What follows belongs to an exercise in optimizing a design on an open flow for small area; a production flow would make more cautious choices. In this exercise RTL edits were held to simulation tests only and were not proved equivalent to the original. No activity file was given, so power comes from the tool's default toggle rates.

==> inputs of yarrow <==
==> flow/design.v (excerpt) <==
module Arr4x4(Err_mac, Err_mult,
             w1_in, w2_in, w3_in, w4_in,
             a1_in, a2_in, a3_in, a4_in,
             w1_out, w2_out, w3_out, w4_out,
             a1_out, a2_out, a3_out, a4_out,
             c1_out, c2_out, c3_out, c4_out,
             clk, rst_n, hold);
input [7:0] w1_in, w2_in, w3_in, w4_in;
input [7:0] a1_in, a2_in, a3_in, a4_in;
input clk, rst_n, hold;
input [15:0] Err_mac, Err_mult;
output [7:0] w1_out, w2_out, w3_out, w4_out;
output [7:0] a1_out, a2_out, a3_out, a4_out;
output [23:0] c1_out, c2_out, c3_out, c4_out;
wire [7:0] w11, a11;
wire [15:0] c11;
wire [0:0] k11;
wire [7:0] w12, a12;
wire [16:0] c12;
wire [0:0] k12;
wire [7:0] w13, a13;
wire [16:0] c13;
wire [0:0] k13;
wire [7:0] w14, a14;
wire [17:0] c14;
wire [0:0] k14;
wire [7:0] w21, a21;
wire [15:0] c21;
wire [0:0] k21;
wire [7:0] w22, a22;
wire [16:0] c22;
wire [0:0] k22;
wire [7:0] w23, a23;
wire [16:0] c23;
wire [0:0] k23;
wire [7:0] w24, a24;
wire [17:0] c24;
wire [0:0] k24;
wire [7:0] w31, a31;
wire [15:0] c31;
wire [0:0] k31;
wire [7:0] w32, a32;
wire [16:0] c32;
wire [0:0] k32;
wire [7:0] w33, a33;
wire [16:0] c33;
wire [0:0] k33;
wire [7:0] w34, a34;
wire [17:0] c34;
wire [0:0] k34;
wire [7:0] w41, a41;
wire [15:0] c41;
wire [0:0] k41;
wire [7:0] w42, a42;
wire [16:0] c42;
wire [0:0] k42;
wire [7:0] w43, a43;
wire [16:0] c43;
wire [0:0] k43;
wire [7:0] w44, a44;
wire [17:0] c44;
wire [0:0] k44;
wire hold_d;
wire [7:0] a51;
REG24_hold #(1) regH(clk, rst_n, hold, hold_d);
REG8_hold regA5(clk, rst_n, a41, a51, 1'b0);
wire mac11, mult11;
wire mac21, mult21;
wire mac31, mult31;
wire mac41, mult41;
PEreg_c1 PE11(Err_mac[0], Err_mult[0], w1_in, a1_in, w11, a11, mac11, mult11, clk, rst_n, hold);
PEreg_c1 PE21(Err_mac[1], Err_mult[1], w2_in, a11, w21, a21, mac21, mult21, clk, rst_n, hold);
  ...
==> flow/config.mk <==
export PLATFORM = sky130hd
export DESIGN_NAME = Arr4x4
export DESIGN_NICKNAME = Arr4x4
export VERILOG_FILES = /design/flow/design.v
export SDC_FILE = /design/flow/constraint.sdc
export NUM_CORES = 4
export LEC_CHECK = 0
export ABC_AREA = 1
export CAP_MARGIN = 20
export CORE_MARGIN = 2
export CORE_UTILIZATION = 60
export CTS_BUF_LIST = sky130_fd_sc_hd__clkbuf_4
export SLEW_MARGIN = 20
==> flow/constraint.sdc <==
create_clock -name core_clock -period 7.5 [get_ports {clk}]
set_input_delay 1.5000 -clock core_clock [delete_from_list [all_inputs] [get_ports {clk}]]
set_output_delay 1.5000 -clock core_clock [all_outputs]
set_load 0.01 [all_outputs]
standard.sh (not shown) runs the stock make flow with config.mk's settings and CLKGATE_MAP_FILE= SYNTH_SCRIPT=/design/flow/synth_recipe.tcl, a recipe that flattens the netlist after the stock synthesis.
==> flow/flow/run.sh <==
#!/bin/bash
# Standard layout, with one netlist step added after synthesis: invpush.py
# removes inverters around full-adder cells (a full adder is self-dual), which
# leaves the logic and every register unchanged. Ports are buffered with buf_1.
set -euo pipefail
W=$(pwd)
R=$W/orfs/results/$FLOW_PLATFORM/Arr4x4/base
bash standard.sh synth > $W/synth.log 2>&1
python3 $W/flow/invpush.py $R/1_2_yosys.v $R/1_2_yosys_invpush.v > $W/invpush.log 2>&1
cp $R/1_2_yosys.v $W/1_2_yosys_standard.v
mv $R/1_2_yosys_invpush.v $R/1_2_yosys.v
rm -f $R/1_synth.odb $R/1_synth.sdc
bash standard.sh "BUFFER_PORTS_ARGS=-buffer_cell sky130_fd_sc_hd__buf_1" finish > $W/layout.log 2>&1
Other scripts of this flow, unchanged in this note and not shown: flow/flow/invpush.py
==> inputs of fjord, as changes to yarrow <==
--- a/flow/design.v
+++ b/flow/design.v
@@ -37,16 +37,16 @@
 module PE_c2(Err_mac, Err_mult, w, a, w1, a1, mac1, mult1, c_out, k_out);
 input Err_mac, Err_mult;
 input [7:0] w, a;
 output [16:0] c_out;
 output [0:0] k_out;
-wire [7:0] x = {a[7] & ~Err_mult, a[6:0]};
-wire [7:0] y = {w[7:2] & {6{~(Err_mac | Err_mult)}}, w[1] & ~Err_mac, ~Err_mac & (Err_mult ? ~w[1] : w[0])};
+wire [7:0] x = {a[7] & ~(Err_mac | Err_mult), a[6:0] & {7{~Err_mac}}};
+wire [7:0] y = {w[7:2] & {6{~Err_mult}}, w[1], Err_mult ? ~w[1] : w[0]};
 input [7:0] w1, a1;
 input mac1, mult1;
-wire [7:0] x1 = {a1[7] & ~mult1, a1[6:0]};
-wire [7:0] y1 = {w1[7:2] & {6{~(mac1 | mult1)}}, w1[1] & ~mac1, ~mac1 & (mult1 ? ~w1[1] : w1[0])};
+wire [7:0] x1 = {a1[7] & ~(mac1 | mult1), a1[6:0] & {7{~mac1}}};
+wire [7:0] y1 = {w1[7:2] & {6{~mult1}}, w1[1], mult1 ? ~w1[1] : w1[0]};
 wire n1, n2, n3, n4, n5, n6, n7, n8, n9, n10, n11, n12, n13, n14, n15, n16, n17, n18, n19, n20, n21, n22, n23, n24, n25, n26, n27, n28, n29, n30, n31, n32, n33, n34, n35, n36, n37, n38, n39, n40, n41, n42, n43, n44, n45, n46, n47, n48, n49, n50, n51, n52, n53, n54, n55, n56, n57, n58, n59, n60, n61, n62, n63, n64, n65, n66, n67, n68, n69, n70, n71, n72, n73, n74, n75, n76, n77, n78, n79, n80, n81, n82, n83, n84, n85, n86, n87, n88, n89, n90, n91, n92, n93, n94, n95, n96, n97, n98, n99, n100, n101, n102, n103, n104, n105, n106, n107, n108, n109, n110, n111, n112, n113, n114, n115, n116, n117, n118, n119, n120, n121, n122, n123, n124, n125, n126, n127, n128, n129, n130, n131, n132, n133, n134, n135, n136, n137, n138, n139, n140, n141, n142, n143, n144, n145, n146, n147, n148, n149, n150, n151, n152, n153, n154, n155, n156, n157, n158, n159, n160, n161, n162, n163, n164, n165, n166, n167, n168, n169, n170, n171, n172, n173, n174, n175, n176, n177, n178, n179, n180, n181, n182, n183, n184, n185, n186, n187, n188, n189, n190, n191, n192, n193, n194, n195, n196, n197, n198, n199, n200, n201, n202, n203, n204, n205, n206, n207, n208, n209, n210, n211, n212, n213, n214, n215, n216, n217, n218, n219, n220, n221, n222, n223, n224, n225, n226, n227, n228, n229, n230, n231, n232, n233, n234, n235, n236, n237, n238, n239, n240, n241, n242, n243, n244, n245, n246, n247, n248, n249, n250, n251, n252, n253, n254, n255, n256, n257, n258, n259, n260, n261, n262, n263, n264, n265, n266, n267, n268, n269, n270, n271, n272, n273, n274, n275, n276, n277, n278, n279, n280, n281, n282, n283, n284, n285, n286, n287, n288, n289, n290, n291, n292, n293, n294, n295, n296, n297, n298, n299, n300, n301, n302, n303, n304, n305, n306, n307, n308, n309, n310, n311, n312, n313, n314, n315, n316, n317, n318, n319, n320, n321, n322, n323, n324, n325, n326, n327, n328, n329, n330, n331, n332, n333, n334, n335, n336, n337, n338, n339, n340, n341, n342, n343, n344, n345, n346, n347, n348, n349, n350, n351, n352, n353, n354, n355, n356, n357, n358, n359, n360, n361, n362, n363, n364, n365, n366, n367, n368, n369, n370, n371;
 assign n1 = x[0] & y[0];
 assign n2 = x[0] & y[1];
 assign n3 = x[0] & y[2];
 assign n4 = x[0] & y[3];
@@ -304,12 +304,12 @@
 input [7:0] w, a;
 input [16:0] c_in;
 input [0:0] k_in;
 output [16:0] c_out;
 output [0:0] k_out;
-wire [7:0] x = {a[7] & ~Err_mult, a[6:0]};
-wire [7:0] y = {w[7:2] & {6{~(Err_mac | Err_mult)}}, w[1] & ~Err_mac, ~Err_mac & (Err_mult ? ~w[1] : w[0])};
+wire [7:0] x = {a[7] & ~(Err_mac | Err_mult), a[6:0] & {7{~Err_mac}}};
+wire [7:0] y = {w[7:2] & {6{~Err_mult}}, w[1], Err_mult ? ~w[1] : w[0]};
 wire n1, n2, n3, n4, n5, n6, n7, n8, n9, n10, n11, n12, n13, n14, n15, n16, n17, n18, n19, n20, n21, n22, n23, n24, n25, n26, n27, n28, n29, n30, n31, n32, n33, n34, n35, n36, n37, n38, n39, n40, n41, n42, n43, n44, n45, n46, n47, n48, n49, n50, n51, n52, n53, n54, n55, n56, n57, n58, n59, n60, n61, n62, n63, n64, n65, n66, n67, n68, n69, n70, n71, n72, n73, n74, n75, n76, n77, n78, n79, n80, n81, n82, n83, n84, n85, n86, n87, n88, n89, n90, n91, n92, n93, n94, n95, n96, n97, n98, n99, n100, n101, n102, n103, n104, n105, n106, n107, n108, n109, n110, n111, n112, n113, n114, n115, n116, n117, n118, n119, n120, n121, n122, n123, n124, n125, n126, n127, n128, n129, n130, n131, n132, n133, n134, n135, n136, n137, n138, n139, n140, n141, n142, n143, n144, n145, n146, n147, n148, n149, n150, n151, n152, n153, n154, n155, n156, n157, n158, n159, n160, n161, n162, n163, n164, n165, n166, n167, n168, n169, n170, n171, n172, n173, n174, n175, n176, n177, n178, n179, n180, n181, n182, n183, n184, n185, n186, n187, n188, n189, n190, n191, n192, n193, n194, n195, n196, n197, n198, n199, n200, n201, n202, n203, n204, n205, n206, n207, n208, n209, n210, n211, n212, n213, n214, n215, n216, n217, n218, n219, n220;
 assign n1 = x[0] & y[0];
 assign n2 = x[0] & y[1];
 assign n3 = x[0] & y[2];
 assign n4 = x[0] & y[3];
@@ -460,12 +460,12 @@
 input [7:0] w, a;
 input [16:0] c_in;
 input [0:0] k_in;
 output [17:0] c_out;
 output [0:0] k_out;
-wire [7:0] x = {a[7] & ~Err_mult, a[6:0]};
-wire [7:0] y = {w[7:2] & {6{~(Err_mac | Err_mult)}}, w[1] & ~Err_mac, ~Err_mac & (Err_mult ? ~w[1] : w[0])};
+wire [7:0] x = {a[7] & ~(Err_mac | Err_mult), a[6:0] & {7{~Err_mac}}};
+wire [7:0] y = {w[7:2] & {6{~Err_mult}}, w[1], Err_mult ? ~w[1] : w[0]};
 wire n1, n2, n3, n4, n5, n6, n7, n8, n9, n10, n11, n12, n13, n14, n15, n16, n17, n18, n19, n20, n21, n22, n23, n24, n25, n26, n27, n28, n29, n30, n31, n32, n33, n34, n35, n36, n37, n38, n39, n40, n41, n42, n43, n44, n45, n46, n47, n48, n49, n50, n51, n52, n53, n54, n55, n56, n57, n58, n59, n60, n61, n62, n63, n64, n65, n66, n67, n68, n69, n70, n71, n72, n73, n74, n75, n76, n77, n78, n79, n80, n81, n82, n83, n84, n85, n86, n87, n88, n89, n90, n91, n92, n93, n94, n95, n96, n97, n98, n99, n100, n101, n102, n103, n104, n105, n106, n107, n108, n109, n110, n111, n112, n113, n114, n115, n116, n117, n118, n119, n120, n121, n122, n123, n124, n125, n126, n127, n128, n129, n130, n131, n132, n133, n134, n135, n136, n137, n138, n139, n140, n141, n142, n143, n144, n145, n146, n147, n148, n149, n150, n151, n152, n153, n154, n155, n156, n157, n158, n159, n160, n161, n162, n163, n164, n165, n166, n167, n168, n169, n170, n171, n172, n173, n174, n175, n176, n177, n178, n179, n180, n181, n182, n183, n184, n185, n186, n187, n188, n189, n190, n191, n192, n193, n194, n195, n196, n197, n198, n199, n200, n201, n202, n203, n204, n205, n206, n207, n208, n209, n210, n211, n212, n213, n214, n215, n216, n217, n218, n219, n220, n221, n222;
 assign n1 = x[0] & y[0];
 assign n2 = x[0] & y[1];
 assign n3 = x[0] & y[2];
 assign n4 = x[0] & y[3];
Settings changed: CTS_BUF_LIST sky130_fd_sc_hd__clkbuf_4 to unset.
==> results.txt <==
First-iteration DRC count: fjord is higher than yarrow (5.5%). Of yarrow and fjord, fjord has the higher final cell count (gap 0.50%, measured against fjord). Count of clock-buffer cells in the layout: yarrow is higher than fjord (122). Power: yarrow is higher than fjord (about 1.1%). Critical path depth: yarrow is lower than fjord (2). Synthesized cell count: yarrow is smaller than fjord (3.7%). Against yarrow, the core utilization of fjord is lower by 0.10 points. Of fjord and yarrow, fjord has the higher global-route usage (gap 1.1 points). Against fjord, the setup slack of yarrow is higher by 0.38 ns. fjord went through all stages and came out clean. yarrow completed without violations.

-- what the ideal ports hide --
How much do the figures lean on ideal ports? The routed layouts below were timed once more, with nothing changed but the port constraints. Step 1 sets driving cells, clkbuf_16 on the clock port and buf_2 on the other inputs (assumed; they add their load-dependent delay and slew). Step 2 moves the port delays by t, midway between the first and last clock arrival at a register: inputs arrive t later, outputs are due t later. That takes back most of the time a late clock gives input paths. Slacks: ideal / step 1 / step 2; pairs: ideal / step 1.
| run | t (ns) | slack for setup (ns) | slew at the worst register clock pin (ns) |
|---|---|---|---|
| yarrow | 1.054 | 0.901 / 0.935 / -0.119 | 0.08 / 0.08 |
| fjord | 0.696 | 0.526 / 0.561 / -0.135 | 0.08 / 0.08 |
With both steps, setup timing fails in yarrow and fjord, where it was met with ideal ports. For yarrow, which loses most, drivers alone change the setup slack by +0.034 ns; drivers and shift together by -1.020 ns.
